This design comes from an exercise in tuning for small area on the open sky130 flow, not from production work. Function was checked by simulation only, so behaviour that the tests miss may differ from the original. Power figures rest on the tool's default switching activity, not on a simulated workload.

==> job 473: inputs <==
==> flow/design.v (excerpt) <==
module TOP_WATCH_STOP_WATCH(
    input clk,
    input reset,
    input RX,
    input btn_run_stop, btn_clear, btn_mode,
    output TX,
    output [3:0] fnd_com,
    output [7:0] fnd_font,
    output tx_busy
);
==> flow/config.mk <==
export PLATFORM = sky130hd
export DESIGN_NAME = TOP_WATCH_STOP_WATCH
export DESIGN_NICKNAME = TOP_WATCH_STOP_WATCH
export VERILOG_FILES = /design/flow/design.v
export SDC_FILE = /design/flow/constraint.sdc
export NUM_CORES = 4
export LEC_CHECK = 0
export CAP_MARGIN = 20
export CORE_MARGIN = 2
export CORE_UTILIZATION = 40
export SLEW_MARGIN = 20
==> flow/constraint.sdc <==
create_clock -name core_clock -period 200.0 [get_ports {clk}]
set_input_delay 40.0000 -clock core_clock [delete_from_list [all_inputs] [get_ports {clk}]]
set_output_delay 40.0000 -clock core_clock [all_outputs]
set_load 0.01 [all_outputs]
standard.sh (not shown) runs the stock make flow with config.mk's settings and CLKGATE_MAP_FILE= SYNTH_SCRIPT=/design/flow/synth_recipe.tcl, a recipe that flattens the netlist after the stock synthesis.
==> flow/flow/run.sh <==
#!/bin/bash
# Standard ORFS layout with three changes: synthesis maps the logic with several
# area-oriented ABC scripts and keeps the smallest result (registers are mapped
# before ABC runs, as in the standard synthesis, so they are the same); ports
# are buffered with buf_1; and clock tree synthesis uses clkbuf_8 without
# dummy loads. make's full output goes to flow_make.log; each
# ORFS step also keeps its own log under orfs/logs.
set -euo pipefail
W=$(pwd)
F=$W/flow
export MY_ABC_SCRIPTS="$F/ds1.abc $F/ds2.abc $F/ds3.abc $F/ds4.abc $F/ds5.abc $F/ds6.abc"
bash "$W/standard.sh" "SYNTH_SCRIPT=$F/synth.tcl" "ADDER_MAP_FILE=" \
  "BUFFER_PORTS_ARGS=-buffer_cell sky130_fd_sc_hd__buf_1" \
  "CTS_ARGS=-sink_clustering_enable -repair_clock_nets -buf_list sky130_fd_sc_hd__clkbuf_8 -dont_use_dummy_load" \
  finish > "$W/flow_make.log" 2>&1
==> flow/flow/ds1.abc <==
strash; &get -n; &deepsyn -S 1 -T 15; &put; dch; amap
==> flow/flow/ds2.abc <==
strash; &get -n; &deepsyn -S 2 -T 15; &put; dch; amap
==> flow/flow/ds3.abc <==
strash; &get -n; &deepsyn -S 3 -T 15; &put; dch; amap
==> flow/flow/ds4.abc <==
strash; &get -n; &deepsyn -S 4 -T 15; &put; dch; amap
==> flow/flow/ds5.abc <==
strash; &get -n; &deepsyn -S 5 -T 15; &put; dch; amap
==> flow/flow/ds6.abc <==
strash; &get -n; &deepsyn -S 6 -T 15; &put; dch; amap
==> flow/flow/synth.tcl <==
proc synth {args} { yosys synth -nofsm -noshare {*}$args }
# Map the logic with each ABC script in MY_ABC_SCRIPTS and keep the smallest
# result. Registers are mapped before ABC runs, so every try has the same ones.
proc abc {args} {
  set i [lsearch -exact $args -script]
  if {$i < 0 || ![info exists ::env(MY_ABC_SCRIPTS)] || $::env(MY_ABC_SCRIPTS) eq ""} {
    yosys abc {*}$args
    return
  }
  design -save pre_abc
  set best_area -1
  set n 0
  foreach scr $::env(MY_ABC_SCRIPTS) {
    incr n
    design -load pre_abc
    yosys abc {*}[lreplace $args [expr {$i + 1}] [expr {$i + 1}] $scr]
    set f [file join $::env(OBJECTS_DIR) abc_try_$n.txt]
    tee -q -o $f stat {*}$::lib_args
    set fh [open $f r]
    set txt [read $fh]
    close $fh
    if {[regexp {Chip area for module '[^']*': ([0-9.]+)} $txt -> area]} {
      puts "ABC try $n ($scr): area $area"
      if {$best_area < 0 || $area < $best_area} {
        set best_area $area
        design -save best_abc
      }
    }
  }
  design -load best_abc
  puts "ABC best area $best_area"
}
source $::env(SCRIPTS_DIR)/synth.tcl
# left out here: clear keep_hierarchy, flatten, clean up, hide names made inside functions, write 1_2_yosys.v
==> job 4565 (differences from job 473) <==
--- a/flow/design.v
+++ b/flow/design.v
@@ -31,23 +31,23 @@
     uart_tx_lite U_TX (.clk(clk), .reset(reset), .baud_tick(baud_tick), .start(rx_done),
         .data(rx_data), .TX(TX), .busy(tx_busy));
     wire u_r = (rx_data == 8'h72);
     wire u_m = (rx_data == 8'h6d);
     wire u_c = (rx_data == 8'h63);
     mode_fsm U_UART_FSM (.clk(clk), .reset(reset), .ev(cmd), .r(cmd & u_r), .m(cmd & u_m), .c(cmd & u_c), .st(ust));
-    wire f_mode = bst[2] | ust[2];
-    wire f_run  = bst[1] | ust[1];
+    wire f_mode = (bst[2] | ust[2]) & ~reset;
+    wire f_run  = (bst[1] | ust[1]) & ~reset;
     wire f_clear = bst[0] | ust[0];
     wire sw_tick;
     sw_div U_SW_DIV (.clk(clk), .reset(reset), .run(f_run & f_mode), .tick(sw_tick));
     wire [14:0] sw_v, ck_v;
     bcd6000 U_SW (.clk(clk), .reset(reset), .clr(f_clear), .inc(sw_tick), .v(sw_v));
     bcd6000 U_CK (.clk(clk), .reset(reset), .clr(1'b0), .inc(tick_10ms), .v(ck_v));
     wire [6:0] mn_v;
     minutes U_MIN (.clk(clk), .reset(reset), .inc(tick_min), .v(mn_v));
-    display U_DISP (.sel(sel), .f_mode(f_mode), .f_run(f_run), .sw(sw_v), .ck(ck_v), .mn(mn_v),
+    display U_DISP (.reset(reset), .sel(sel), .f_mode(f_mode), .f_run(f_run), .sw(sw_v), .ck(ck_v), .mn(mn_v),
         .fnd_com(fnd_com), .fnd_font(fnd_font));
 endmodule
 module time_base (
     input clk, input reset,
     output t0, output q12, output baud_tick, output ph1, output ph3,
     output scan_tick, output scan_next, output reg [1:0] sel
@@ -115,13 +115,13 @@
         else if (en) s <= i_btn ? {s[1] | s[2], s[0], ~s[2]} : 3'b000;
     end
 endmodule
 module mode_fsm (input clk, input reset, input ev, input r, input m, input c, output reg [2:0] st);
     localparam CLOCK_HM = 3'b000, CLOCK_SMS = 3'b010, RUN = 3'b110,
                STOP = 3'b100, CLEAR = 3'b101;
-    always @(posedge clk, posedge reset) begin
+    always @(posedge clk) begin
         if (reset) st <= CLOCK_HM;
         else case (st)
             CLOCK_HM:  if (r) st <= CLOCK_SMS; else if (m) st <= STOP;
             CLOCK_SMS: if (r) st <= CLOCK_HM;
             RUN:       if (r) st <= STOP;
             STOP:      if (m) st <= CLOCK_HM; else if (c) st <= CLEAR; else if (r) st <= RUN;
@@ -146,17 +146,15 @@
             if (idle) begin
                 if (!RX) p <= 4'b1111;
                 else p[1] <= 1'b1;
             end else if (t == 4'd15) p <= p + 1;
         end
     end
-    always @(posedge clk) begin
-        if (baud_tick) begin
-            if (idle) t <= 4'd0;
-            else t <= t + 1;
-        end
+    wire [3:0] t_tog = {4{baud_tick}} & {t[2] & t[1] & t[0], t[1] & t[0], t[0], 1'b1};
+    always @(posedge clk) begin
+        t <= (t ^ t_tog) & ~{4{baud_tick & idle}};
     end
     always @(posedge clk) begin
         if (~p[3] && t == 4'd7) data[p[2:0]] <= RX;
     end
 endmodule
 module uart_tx_lite (
@@ -223,15 +221,14 @@
     wire e1 = inc & ones[3] & ones[0];
     wire eq = inc & w63;
     always @(posedge clk) begin
         if (reset | (inc & w1000)) q <= 0;
         else q <= q ^ {eq & q[2] & q[1] & q[0], eq & q[1] & q[0], eq & q[0], eq};
     end
-    always @(posedge clk, posedge reset) begin
-        if (reset) {tens, ones} <= 0;
-        else if (inc & w1000) {tens, ones} <= 0;
+    always @(posedge clk) begin
+        if (reset | (inc & w1000)) {tens, ones} <= 0;
         else begin
             if (eq) {tens, ones} <= 0;
             else begin
                 ones <= {ones[3] ^ (inc & ones[0] & (ones[3] | (ones[2] & ones[1]))),
                          ones[2] ^ (inc & ones[0] & ones[1]),
                          ones[1] ^ (inc & ones[0] & ~ones[3]),
@@ -239,13 +236,13 @@
                 tens <= {tens[2] ^ (e1 & tens[1] & tens[0]), tens[1] ^ (e1 & tens[0]), tens[0] ^ e1};
             end
         end
     end
 endmodule
 module display (
-    input [1:0] sel, input f_mode, input f_run,
+    input reset, input [1:0] sel, input f_mode, input f_run,
     input [14:0] sw, input [14:0] ck, input [6:0] mn,
     output [3:0] fnd_com, output [7:0] fnd_font
 );
     wire k0 = ~sel[1] & ~sel[0];
     wire k1 = ~sel[1] & sel[0];
     wire k2 = sel[1] & sel[0];
@@ -256,13 +253,13 @@
             2'b00: begin dsw = sw[3:0]; dck = ck[3:0]; dmn = mn[3:0]; end
             2'b01: begin dsw = sw[7:4]; dck = ck[7:4]; dmn = {1'b0, mn[6:4]}; end
             2'b11: begin dsw = sw[11:8]; dck = ck[11:8]; dmn = 4'd0; end
             default: begin dsw = {1'b0, sw[14:12]}; dck = {1'b0, ck[14:12]}; dmn = 4'd0; end
         endcase
     end
-    wire [3:0] d = f_mode ? dsw : f_run ? dck : dmn;
+    wire [3:0] d = f_mode ? dsw : f_run ? dck : reset ? 4'd0 : dmn;
     wire [3:0] digit = {d[3], d[2] & ~(k3 & d[1]), d[1] & ~(k3 & d[2]), d[0]};
     wire [3:0] d_ = digit;
     wire [6:0] seg;
     assign seg[0] = (~d_[3] & ~d_[2] & ~d_[1] & d_[0]) | (d_[2] & ~d_[1] & ~d_[0]);
     assign seg[1] = (d_[2] & ~d_[1] & d_[0]) | (d_[2] & d_[1] & ~d_[0]);
     assign seg[2] = (~d_[2] & d_[1] & ~d_[0]);
==> flow/flow/run.sh (replaced) <==
#!/bin/bash
# Standard ORFS layout with three changes:
# - synthesis maps the logic with an area-oriented ABC script (deepsyn, then
#   dch and amap) under 16 random seeds and keeps the smallest result; the
#   registers are mapped before ABC runs, as in the standard synthesis, so
#   they are the same;
# - ports are buffered with buf_1;
# - clock tree synthesis uses clkbuf_8 without dummy loads.
# make's full output goes to flow_make.log; each ORFS step also keeps its own
# log under orfs/logs.
set -euo pipefail
W=$(pwd)
F=$W/flow
mkdir -p "$W/abc"
S=""
for k in $(seq 1 16); do
  echo "strash; &get -n; &deepsyn -S $k -T 10; &put; dch; amap" > "$W/abc/ds$k.abc"
  S="$S $W/abc/ds$k.abc"
done
export MY_ABC_SCRIPTS="$S"
bash "$W/standard.sh" "SYNTH_SCRIPT=$F/synth.tcl" "ADDER_MAP_FILE=" \
  "BUFFER_PORTS_ARGS=-buffer_cell sky130_fd_sc_hd__buf_1" \
  "CTS_ARGS=-sink_clustering_enable -repair_clock_nets -buf_list sky130_fd_sc_hd__clkbuf_8 -dont_use_dummy_load" \
  finish > "$W/flow_make.log" 2>&1
- CORE_UTILIZATION: 40 -> 60
removed: flow/flow/ds1.abc
removed: flow/flow/ds2.abc
removed: flow/flow/ds3.abc
removed: flow/flow/ds4.abc
removed: flow/flow/ds5.abc
removed: flow/flow/ds6.abc
==> job 8931 (differences from job 473) <==
--- a/flow/design.v
+++ b/flow/design.v
@@ -31,23 +31,23 @@
     uart_tx_lite U_TX (.clk(clk), .reset(reset), .baud_tick(baud_tick), .start(rx_done),
         .data(rx_data), .TX(TX), .busy(tx_busy));
     wire u_r = (rx_data == 8'h72);
     wire u_m = (rx_data == 8'h6d);
     wire u_c = (rx_data == 8'h63);
     mode_fsm U_UART_FSM (.clk(clk), .reset(reset), .ev(cmd), .r(cmd & u_r), .m(cmd & u_m), .c(cmd & u_c), .st(ust));
-    wire f_mode = bst[2] | ust[2];
-    wire f_run  = bst[1] | ust[1];
+    wire f_mode = (bst[2] | ust[2]) & ~reset;
+    wire f_run  = (bst[1] | ust[1]) & ~reset;
     wire f_clear = bst[0] | ust[0];
     wire sw_tick;
     sw_div U_SW_DIV (.clk(clk), .reset(reset), .run(f_run & f_mode), .tick(sw_tick));
     wire [14:0] sw_v, ck_v;
     bcd6000 U_SW (.clk(clk), .reset(reset), .clr(f_clear), .inc(sw_tick), .v(sw_v));
     bcd6000 U_CK (.clk(clk), .reset(reset), .clr(1'b0), .inc(tick_10ms), .v(ck_v));
     wire [6:0] mn_v;
     minutes U_MIN (.clk(clk), .reset(reset), .inc(tick_min), .v(mn_v));
-    display U_DISP (.sel(sel), .f_mode(f_mode), .f_run(f_run), .sw(sw_v), .ck(ck_v), .mn(mn_v),
+    display U_DISP (.reset(reset), .sel(sel), .f_mode(f_mode), .f_run(f_run), .sw(sw_v), .ck(ck_v), .mn(mn_v),
         .fnd_com(fnd_com), .fnd_font(fnd_font));
 endmodule
 module time_base (
     input clk, input reset,
     output t0, output q12, output baud_tick, output ph1, output ph3,
     output scan_tick, output scan_next, output reg [1:0] sel
@@ -115,13 +115,13 @@
         else if (en) s <= i_btn ? {s[1] | s[2], s[0], ~s[2]} : 3'b000;
     end
 endmodule
 module mode_fsm (input clk, input reset, input ev, input r, input m, input c, output reg [2:0] st);
     localparam CLOCK_HM = 3'b000, CLOCK_SMS = 3'b010, RUN = 3'b110,
                STOP = 3'b100, CLEAR = 3'b101;
-    always @(posedge clk, posedge reset) begin
+    always @(posedge clk) begin
         if (reset) st <= CLOCK_HM;
         else case (st)
             CLOCK_HM:  if (r) st <= CLOCK_SMS; else if (m) st <= STOP;
             CLOCK_SMS: if (r) st <= CLOCK_HM;
             RUN:       if (r) st <= STOP;
             STOP:      if (m) st <= CLOCK_HM; else if (c) st <= CLEAR; else if (r) st <= RUN;
@@ -146,17 +146,15 @@
             if (idle) begin
                 if (!RX) p <= 4'b1111;
                 else p[1] <= 1'b1;
             end else if (t == 4'd15) p <= p + 1;
         end
     end
-    always @(posedge clk) begin
-        if (baud_tick) begin
-            if (idle) t <= 4'd0;
-            else t <= t + 1;
-        end
+    wire [3:0] t_tog = {4{baud_tick}} & {t[2] & t[1] & t[0], t[1] & t[0], t[0], 1'b1};
+    always @(posedge clk) begin
+        t <= (t ^ t_tog) & ~{4{baud_tick & idle}};
     end
     always @(posedge clk) begin
         if (~p[3] && t == 4'd7) data[p[2:0]] <= RX;
     end
 endmodule
 module uart_tx_lite (
@@ -223,15 +221,14 @@
     wire e1 = inc & ones[3] & ones[0];
     wire eq = inc & w63;
     always @(posedge clk) begin
         if (reset | (inc & w1000)) q <= 0;
         else q <= q ^ {eq & q[2] & q[1] & q[0], eq & q[1] & q[0], eq & q[0], eq};
     end
-    always @(posedge clk, posedge reset) begin
-        if (reset) {tens, ones} <= 0;
-        else if (inc & w1000) {tens, ones} <= 0;
+    always @(posedge clk) begin
+        if (reset | (inc & w1000)) {tens, ones} <= 0;
         else begin
             if (eq) {tens, ones} <= 0;
             else begin
                 ones <= {ones[3] ^ (inc & ones[0] & (ones[3] | (ones[2] & ones[1]))),
                          ones[2] ^ (inc & ones[0] & ones[1]),
                          ones[1] ^ (inc & ones[0] & ~ones[3]),
@@ -239,13 +236,13 @@
                 tens <= {tens[2] ^ (e1 & tens[1] & tens[0]), tens[1] ^ (e1 & tens[0]), tens[0] ^ e1};
             end
         end
     end
 endmodule
 module display (
-    input [1:0] sel, input f_mode, input f_run,
+    input reset, input [1:0] sel, input f_mode, input f_run,
     input [14:0] sw, input [14:0] ck, input [6:0] mn,
     output [3:0] fnd_com, output [7:0] fnd_font
 );
     wire k0 = ~sel[1] & ~sel[0];
     wire k1 = ~sel[1] & sel[0];
     wire k2 = sel[1] & sel[0];
@@ -256,13 +253,13 @@
             2'b00: begin dsw = sw[3:0]; dck = ck[3:0]; dmn = mn[3:0]; end
             2'b01: begin dsw = sw[7:4]; dck = ck[7:4]; dmn = {1'b0, mn[6:4]}; end
             2'b11: begin dsw = sw[11:8]; dck = ck[11:8]; dmn = 4'd0; end
             default: begin dsw = {1'b0, sw[14:12]}; dck = {1'b0, ck[14:12]}; dmn = 4'd0; end
         endcase
     end
-    wire [3:0] d = f_mode ? dsw : f_run ? dck : dmn;
+    wire [3:0] d = f_mode ? dsw : f_run ? dck : reset ? 4'd0 : dmn;
     wire [3:0] digit = {d[3], d[2] & ~(k3 & d[1]), d[1] & ~(k3 & d[2]), d[0]};
     wire [3:0] d_ = digit;
     wire [6:0] seg;
     assign seg[0] = (~d_[3] & ~d_[2] & ~d_[1] & d_[0]) | (d_[2] & ~d_[1] & ~d_[0]);
     assign seg[1] = (d_[2] & ~d_[1] & d_[0]) | (d_[2] & d_[1] & ~d_[0]);
     assign seg[2] = (~d_[2] & d_[1] & ~d_[0]);
==> flow/flow/run.sh (replaced) <==
#!/bin/bash
# Standard ORFS layout with three changes:
# - synthesis maps the logic with an area-oriented ABC script (deepsyn, then
#   dch and amap) under 16 random seeds and keeps the smallest result; the
#   registers are mapped before ABC runs, as in the standard synthesis, so
#   they are the same;
# - ports are buffered with buf_1;
# - clock tree synthesis uses clkbuf_8 without dummy loads.
# make's full output goes to flow_make.log; each ORFS step also keeps its own
# log under orfs/logs.
set -euo pipefail
W=$(pwd)
F=$W/flow
mkdir -p "$W/abc"
S=""
for k in $(seq 1 16); do
  echo "strash; &get -n; &deepsyn -S $k -T 10; &put; dch; amap" > "$W/abc/ds$k.abc"
  S="$S $W/abc/ds$k.abc"
done
export MY_ABC_SCRIPTS="$S"
bash "$W/standard.sh" "SYNTH_SCRIPT=$F/synth.tcl" "ADDER_MAP_FILE=" \
  "BUFFER_PORTS_ARGS=-buffer_cell sky130_fd_sc_hd__buf_1" \
  "CTS_ARGS=-sink_clustering_enable -repair_clock_nets -buf_list sky130_fd_sc_hd__clkbuf_8 -dont_use_dummy_load" \
  finish > "$W/flow_make.log" 2>&1
- CORE_UTILIZATION: 40 -> 25
removed: flow/flow/ds1.abc
removed: flow/flow/ds2.abc
removed: flow/flow/ds3.abc
removed: flow/flow/ds4.abc
removed: flow/flow/ds5.abc
removed: flow/flow/ds6.abc
==> comparison table <==
Worst Hold End: job 4565 U_DIV1860.l31[2]; job 473 U_DIV1860.m5[1]; job 8931 U_DIV1860.l31[2]
DR WL/cell: job 4565 13.89 um; job 473 13.03 um; job 8931 11.71 um
Comb_multi_in: job 4565 355; job 473 356; job 8931 355
FMAX: job 4565 12.19 MHz; job 473 23.19 MHz; job 8931 12.18 MHz
Clock latency at the later pin of the worst-skew pair: job 4565 0.36 ns; job 473 0.36 ns; job 8931 0.37 ns
Largest clock skew in the final design: job 4565 0.02573 ns; job 473 0.01698 ns; job 8931 0.03050 ns
Total leakage power: job 4565 1.558 nW; job 473 1.668 nW; job 8931 1.558 nW
Count of mapped cells out of synthesis: job 4565 527; job 473 535; job 8931 527
Sequential cell fraction of total power: job 4565 0.610; job 473 0.593; job 8931 0.607
Utilization after layout: job 4565 0.6752; job 473 0.4447; job 8931 0.2804
Met2 usage: job 4565 0.4118; job 473 0.2822; job 8931 0.1661
Average size of a mapped cell: job 4565 8.193 um^2; job 473 8.242 um^2; job 8931 8.193 um^2
Buffer share of cell area: job 4565 0.01699; job 473 0.01955; job 8931 0.01642
Clock input transition at the sequential cells of the worst setup and hold paths: job 4565 0.07 ns; job 473 0.09 ns; job 8931 0.08 ns
Run status: job 4565 complete, no violations; job 473 complete, no violations; job 8931 complete, no violations
Post-route cell area: job 4565 4638 um^2; job 473 4800 um^2; job 8931 4800 um^2
Post-synthesis share of cell area spent on and, or, nand and nor gates: job 4565 0.2744; job 473 0.2545; job 8931 0.2744
RD Place Congestion: job 4565 0.9072; job 473 0.8832; job 8931 0.7717
Area of the mapped netlist: job 4565 4318 um^2; job 473 4409 um^2; job 8931 4318 um^2
Clock distribution power: job 4565 0.0000101 W; job 473 0.0000102 W; job 8931 0.0000102 W
Proportion of power drawn by combinational gates: job 4565 0.112; job 473 0.134; job 8931 0.112
Setup ws final: job 4565 117.96 ns; job 473 156.87 ns; job 8931 117.92 ns
Initial DRT Pass Iterations: job 4565 5; job 473 4; job 8931 5
Share of layout cells above drive strength 1: job 4565 0.02162; job 473 0.02478; job 8931 0.02162
Top cell type's share of synthesized area: job 4565 0.4265; job 473 0.3405; job 8931 0.4265

==> static timing again, ports no longer ideal <==
No port has a modelled driver above. Below, the same layouts with a new extraction and two added sets of constraints.
Step 1 sets driving cells, clkbuf_16 on the clock port and buf_2 on the other inputs (assumed; they add their load-dependent delay and slew).
Step 2 times the ports against the registers' clock, not the clock port: input delays grow and output delays shrink by t, the midpoint of the rising clock arrivals with the driver on.
a / b / c = ideal / step 1 / step 2; a / b = the first two.
run	t (ns)	setup WS [ns]	slew at the worst register clock pin (ns)
job 473	0.386	156.872 / 156.841 / 157.227	0.09 / 0.09
job 4565	0.374	117.956 / 117.932 / 117.932	0.09 / 0.09
job 8931	0.395	117.915 / 117.892 / 117.892	0.10 / 0.10
After both steps setup and hold are still met in every run listed. For job 4565, which loses most, drivers alone change the setup slack by -0.024 ns; drivers and shift together by -0.024 ns.
